This design comes from an exercise in tuning for small area on the open sky130 flow, not from production work.
RTL that was checked went through simulation tests only; none was proved equivalent to the original.
Power is estimated from default activity; no workload was simulated.

run B:
==> flow/design.v <==
`timescale 1ns / 1ps
module framer (
    input  wire        aclk,
    input  wire        aresetn,
    input  wire [255:0] s_axis_tdata,
    input  wire         s_axis_tvalid,
    output wire         s_axis_tready,
    output wire [31:0] m_axi_awaddr,
    output wire        m_axi_awvalid,
    input  wire        m_axi_awready,
    output wire [31:0] m_axi_wdata,
    output wire [3:0]  m_axi_wstrb,
    output wire        m_axi_wvalid,
    input  wire        m_axi_wready,
    input  wire [1:0]  m_axi_bresp,
    input  wire        m_axi_bvalid,
    output wire        m_axi_bready,
    output wire [31:0] m_axi_araddr,
    output wire        m_axi_arvalid,
    input  wire        m_axi_arready,
    input  wire [31:0] m_axi_rdata,
    input  wire [1:0]  m_axi_rresp,
    input  wire        m_axi_rvalid,
    output wire        m_axi_rready
);
localparam [2:0]
    S_INIT0 = 3'd0,
    S_INIT  = 3'd1,
    S_IDLE  = 3'd2,
    S_WRITE = 3'd3,
    S_TX    = 3'd4,
    S_WAIT  = 3'd5,
    S_READY = 3'd6;       
localparam [4:0]
    W_ZERO = 5'd31,
    W_C62  = 5'd29,
    W_C9   = 5'd30;
reg [255:0] data;         
reg   [2:0] state;
reg   [4:0] wsel;         
reg         ahead;        
reg         awvalid_reg;
reg         wvalid_reg;
reg         ar_set;       
wire in_init0 = (state == S_INIT0);
wire in_init  = (state == S_INIT);
wire in_idle  = (state == S_IDLE) | (state == S_READY);
wire tready_reg = (state == S_READY);
wire in_write = (state == S_WRITE);
wire in_tx    = (state == S_TX);
wire in_wait  = (state == S_WAIT);
wire  [4:0] idx       = wsel + {4'b0, ahead};
wire        last_word = (wsel == 5'd24) & ahead;    
wire        hs_exit   = m_axi_wready & wvalid_reg;  
wire        accept    = tready_reg & s_axis_tvalid;   
wire        done      = m_axi_rvalid & (m_axi_rdata == 32'h8);
reg   [2:0] state_next;
reg   [4:0] wsel_next;
reg         ahead_next;
reg         awvalid_next;
reg         wvalid_next;
always @* begin
    state_next   = state;
    wsel_next    = W_ZERO;
    ahead_next   = 1'b1;
    awvalid_next = awvalid_reg;
    wvalid_next  = wvalid_reg;
    case (state)
        S_INIT0, S_INIT, S_TX: begin
            state_next = (state == S_INIT0) ? S_INIT : state;
            wsel_next  = (state == S_TX) ? W_C9 : W_C62;
            ahead_next = 1'b0;
            if (m_axi_awready) begin
                awvalid_next = 1'b0;
                if (awvalid_reg) wvalid_next = 1'b1;
            end else if (!wvalid_reg) begin
                awvalid_next = 1'b1;
            end
            if (hs_exit) begin
                awvalid_next = 1'b0;
                wvalid_next  = 1'b0;
                wsel_next    = W_ZERO;
                state_next   = (state == S_TX) ? S_WAIT : S_IDLE;
            end
        end
        S_IDLE, S_READY: begin
            state_next  = S_READY;
            if (accept) begin
                awvalid_next = 1'b1;
                state_next   = S_WRITE;
            end
        end
        S_WRITE: begin
            wsel_next  = last_word ? 5'd24 : idx;
            ahead_next = last_word | m_axi_wready;
            if (m_axi_wready) begin
                awvalid_next = 1'b1;
                wvalid_next  = 1'b0;
                if (last_word) state_next = S_TX;
            end else begin
                wvalid_next = 1'b1;
                if (m_axi_awready) awvalid_next = 1'b0;
            end
        end
        S_WAIT: begin
            ahead_next = ahead | ~m_axi_rvalid;
            if (done) state_next = S_IDLE;
        end
        default: ;
    endcase
end
always @(posedge aclk) begin
    if (tready_reg) data <= s_axis_tdata;
end
always @(posedge aclk) begin
    if (~aresetn) begin
        state       <= S_INIT0;
        wsel        <= W_ZERO;
        ahead       <= 1'b1;
        awvalid_reg <= 1'b0;
        wvalid_reg  <= 1'b0;
        ar_set      <= 1'b0;
    end else begin
        state       <= state_next;
        wsel        <= wsel_next;
        ahead       <= ahead_next;
        awvalid_reg <= awvalid_next;
        wvalid_reg  <= wvalid_next;
        if (in_wait & ~m_axi_rvalid) ar_set <= 1'b1;
    end
end
wire [31:0] hdr =
    ({32{wsel == 5'd0}} & 32'hFFFFFFFF) |
    ({32{wsel == 5'd1}} & 32'h1800FFFF) |
    ({32{wsel == 5'd2}} & 32'h6b4d023e) |
    ({32{wsel == 5'd3}} & 32'h00450008) |
    ({32{wsel == 5'd4}} & 32'h00005400) |
    ({32{wsel == 5'd5}} & 32'h11ff0000) |
    ({32{wsel == 5'd6}} & 32'h0000eff0) |
    ({32{wsel == 5'd7}} & 32'ha8c00000) |
    ({32{wsel == 5'd8}} & 32'hc507010a) |
    ({32{wsel == 5'd9}} & 32'h4000c507) |
    ({32{wsel == 5'd10}} & 32'h722f0000) |
    ({32{wsel == 5'd11}} & 32'h6f696461) |
    ({32{wsel == 5'd12}} & 32'h6d757264) |
    ({32{wsel == 5'd13}} & 32'h692c0000) |
    ({32{wsel == 5'd14}} & 32'h69696969) |
    ({32{wsel == 5'd15}} & 32'h00696969) |
    ({32{wsel == W_C62}} & 32'h00000062) |
    ({32{wsel == W_C9}}  & 32'h00000009);
wire [8:0] wsel_data;     
genvar gk;
generate
    for (gk = 0; gk < 9; gk = gk + 1) begin : g_sel
        assign wsel_data[gk] = (wsel == 5'd16 + gk);
    end
endgenerate
reg [31:0] wdata;
integer k;
always @* begin
    wdata = hdr;
    for (k = 0; k < 8; k = k + 1) begin
        wdata[31:16] = wdata[31:16] | ({16{wsel_data[k]}} &
                       {data[32*k+23 -: 8], data[32*k+31 -: 8]});
        wdata[15:0]  = wdata[15:0]  | ({16{wsel_data[k+1]}} &
                       {data[32*k+7 -: 8], data[32*k+15 -: 8]});
    end
end
wire base    = ~in_init0;
wire hi_addr = in_init | in_tx;
assign s_axis_tready = tready_reg;
assign m_axi_awaddr  = {1'b0, base, 6'b0, base, base, base, 10'b0,
                        {4{hi_addr}}, ({5{in_write}} & idx) | {hi_addr, hi_addr, hi_addr, in_tx, hi_addr}, 2'b00};
assign m_axi_awvalid = awvalid_reg;
assign m_axi_wdata   = wdata;
assign m_axi_wvalid  = wvalid_reg;
assign m_axi_wstrb   = 4'hF;
assign m_axi_bready  = 1'b1;
assign m_axi_araddr  = {1'b0, ar_set, 6'b0, ar_set, ar_set, ar_set, 10'b0,
                        {9{ar_set}}, 2'b00};
assign m_axi_arvalid = ahead & in_wait;
assign m_axi_rready  = (ahead & (in_wait | (state == S_IDLE))) | tready_reg;
endmodule
==> flow/config.mk <==
export PLATFORM = sky130hd
export DESIGN_NAME = framer
export DESIGN_NICKNAME = framer
export VERILOG_FILES = /design/flow/design.v
export SDC_FILE = /design/flow/constraint.sdc
export NUM_CORES = 4
export LEC_CHECK = 0
export CAP_MARGIN = 20
export CORE_MARGIN = 2
export CORE_UTILIZATION = 60
export SLEW_MARGIN = 20
==> flow/constraint.sdc <==
create_clock -name core_clock -period 5.0 [get_ports {aclk}]
set_input_delay 1.0000 -clock core_clock [delete_from_list [all_inputs] [get_ports {aclk}]]
set_output_delay 1.0000 -clock core_clock [all_outputs]
set_load 0.01 [all_outputs]
standard.sh (not shown) runs the stock make flow with config.mk's settings and CLKGATE_MAP_FILE= SYNTH_SCRIPT=/design/flow/synth_recipe.tcl, a recipe that flattens the netlist after the stock synthesis.
==> flow/flow/run.sh <==
#!/bin/bash
# Standard layout with these changes to how it is made:
#  - synthesis maps the logic with an area-oriented ABC script (flow/abc.script);
#    the registers come out of the standard synthesis unchanged,
#  - every I/O port is buffered by a minimum-size buffer,
#  - clock sinks are clustered by CTS without dummy loads,
#  - each constant output value comes from a single tie cell.
set -euo pipefail
here=$(pwd)
cat > "$here/my_synth.tcl" <<EOT
proc abc {args} {
  set i [lsearch \$args -script]
  if {\$i >= 0} { lset args [expr {\$i + 1}] {$here/flow/abc.script} }
  yosys abc {*}\$args
}
source {$here/synth_recipe.tcl}
EOT
bash standard.sh SYNTH_SCRIPT="$here/my_synth.tcl" \
  BUFFER_PORTS_ARGS="-buffer_cell sky130_fd_sc_hd__buf_1" \
  CTS_ARGS="-sink_clustering_enable -repair_clock_nets -buf_list sky130_fd_sc_hd__clkbuf_4 -sink_clustering_size 10 -sink_clustering_max_diameter 60 -dont_use_dummy_load" \
  SKIP_REPAIR_TIE_FANOUT=1 finish > standard_flow.log 2>&1
==> flow/flow/abc.script <==
strash
&get -n
&st
&dch
&nf -R 1000
&st
&dch
&nf -R 1000
&put
topo
[inputs] run D vs run B
--- a/flow/design.v
+++ b/flow/design.v
@@ -39,10 +39,11 @@
 reg   [2:0] state;
 reg   [4:0] wsel;         
 reg         ahead;        
 reg         awvalid_reg;
 reg         wvalid_reg;
+reg         rready_reg;
 reg         ar_set;       
 wire in_init0 = (state == S_INIT0);
 wire in_init  = (state == S_INIT);
 wire in_idle  = (state == S_IDLE) | (state == S_READY);
 wire tready_reg = (state == S_READY);
@@ -57,21 +58,22 @@
 reg   [2:0] state_next;
 reg   [4:0] wsel_next;
 reg         ahead_next;
 reg         awvalid_next;
 reg         wvalid_next;
+reg         rready_next;
 always @* begin
     state_next   = state;
     wsel_next    = W_ZERO;
     ahead_next   = 1'b1;
     awvalid_next = awvalid_reg;
     wvalid_next  = wvalid_reg;
+    rready_next  = rready_reg;
     case (state)
         S_INIT0, S_INIT, S_TX: begin
             state_next = (state == S_INIT0) ? S_INIT : state;
             wsel_next  = (state == S_TX) ? W_C9 : W_C62;
-            ahead_next = 1'b0;
             if (m_axi_awready) begin
                 awvalid_next = 1'b0;
                 if (awvalid_reg) wvalid_next = 1'b1;
             end else if (!wvalid_reg) begin
                 awvalid_next = 1'b1;
@@ -82,10 +84,11 @@
                 wsel_next    = W_ZERO;
                 state_next   = (state == S_TX) ? S_WAIT : S_IDLE;
             end
         end
         S_IDLE, S_READY: begin
+            rready_next = ~accept;
             state_next  = S_READY;
             if (accept) begin
                 awvalid_next = 1'b1;
                 state_next   = S_WRITE;
             end
@@ -101,11 +104,11 @@
                 wvalid_next = 1'b1;
                 if (m_axi_awready) awvalid_next = 1'b0;
             end
         end
         S_WAIT: begin
-            ahead_next = ahead | ~m_axi_rvalid;
+            if (!m_axi_rvalid) rready_next = 1'b1;
             if (done) state_next = S_IDLE;
         end
         default: ;
     endcase
 end
@@ -117,17 +120,19 @@
         state       <= S_INIT0;
         wsel        <= W_ZERO;
         ahead       <= 1'b1;
         awvalid_reg <= 1'b0;
         wvalid_reg  <= 1'b0;
+        rready_reg  <= 1'b0;
         ar_set      <= 1'b0;
     end else begin
         state       <= state_next;
         wsel        <= wsel_next;
         ahead       <= ahead_next;
         awvalid_reg <= awvalid_next;
         wvalid_reg  <= wvalid_next;
+        rready_reg  <= rready_next;
         if (in_wait & ~m_axi_rvalid) ar_set <= 1'b1;
     end
 end
 wire [31:0] hdr =
     ({32{wsel == 5'd0}} & 32'hFFFFFFFF) |
@@ -176,8 +181,8 @@
 assign m_axi_wvalid  = wvalid_reg;
 assign m_axi_wstrb   = 4'hF;
 assign m_axi_bready  = 1'b1;
 assign m_axi_araddr  = {1'b0, ar_set, 6'b0, ar_set, ar_set, ar_set, 10'b0,
                         {9{ar_set}}, 2'b00};
-assign m_axi_arvalid = ahead & in_wait;
-assign m_axi_rready  = (ahead & (in_wait | (state == S_IDLE))) | tready_reg;
+assign m_axi_arvalid = rready_reg & in_wait;
+assign m_axi_rready  = rready_reg;
 endmodule
Findings:
Run D was carried through to the last stage, and its layout satisfied the timing, DRC and antenna checks.
The wire length reported for run D is smaller than that of run B by 780 um.
Compared with run B, run D shows a higher overall power after layout.
The post-place instance area on run B is in line with that on run D.
Flip-flop and latch count (run D vs. run B) increases slightly
Setup slack in run D is larger than in run B.
Run B → run D: design area was more or less identical, sequential share of layout area went up by 0.24 points.
In the reports for run D and run B, the larger overall track demand over capacity in global routing belongs to run B.
For run B, only the layout was checked, not whether the RTL still works.

separate check: timing with driven ports:
In the flow no input, the clock included, has a driving cell. The finished layouts below were timed again as built, in two steps.
Step 1 (the two cells are an assumption about what drives the block):
set clk [get_ports {aclk}]
set_driving_cell -lib_cell sky130_fd_sc_hd__clkbuf_16 $clk
set_driving_cell -lib_cell sky130_fd_sc_hd__buf_2 [delete_from_list [all_inputs] $clk]
Step 2 adds t to the input delays and takes it off the output delays; t is the mean of the earliest and latest rising clock arrival at the registers after step 1. Input paths then give back, and output paths get back, about the clock's delay inside the block.
Three values: no drivers, after step 1, after step 2; two values: the first two.
| run | shift t [ns] | setup WS [ns] | hold slack, ns | latest minus earliest clock arrival (ns) |
|---|---|---|---|---|
| run B | 0.710 | 0.389 / 0.350 / 1.060 | 0.481 / 0.470 / 0.580 | 0.027 / 0.028 |
| run D | 0.724 | 0.463 / 0.422 / 1.146 | 0.435 / 0.424 / 0.539 | 0.079 / 0.079 |
After both steps every run listed still meets setup and hold.
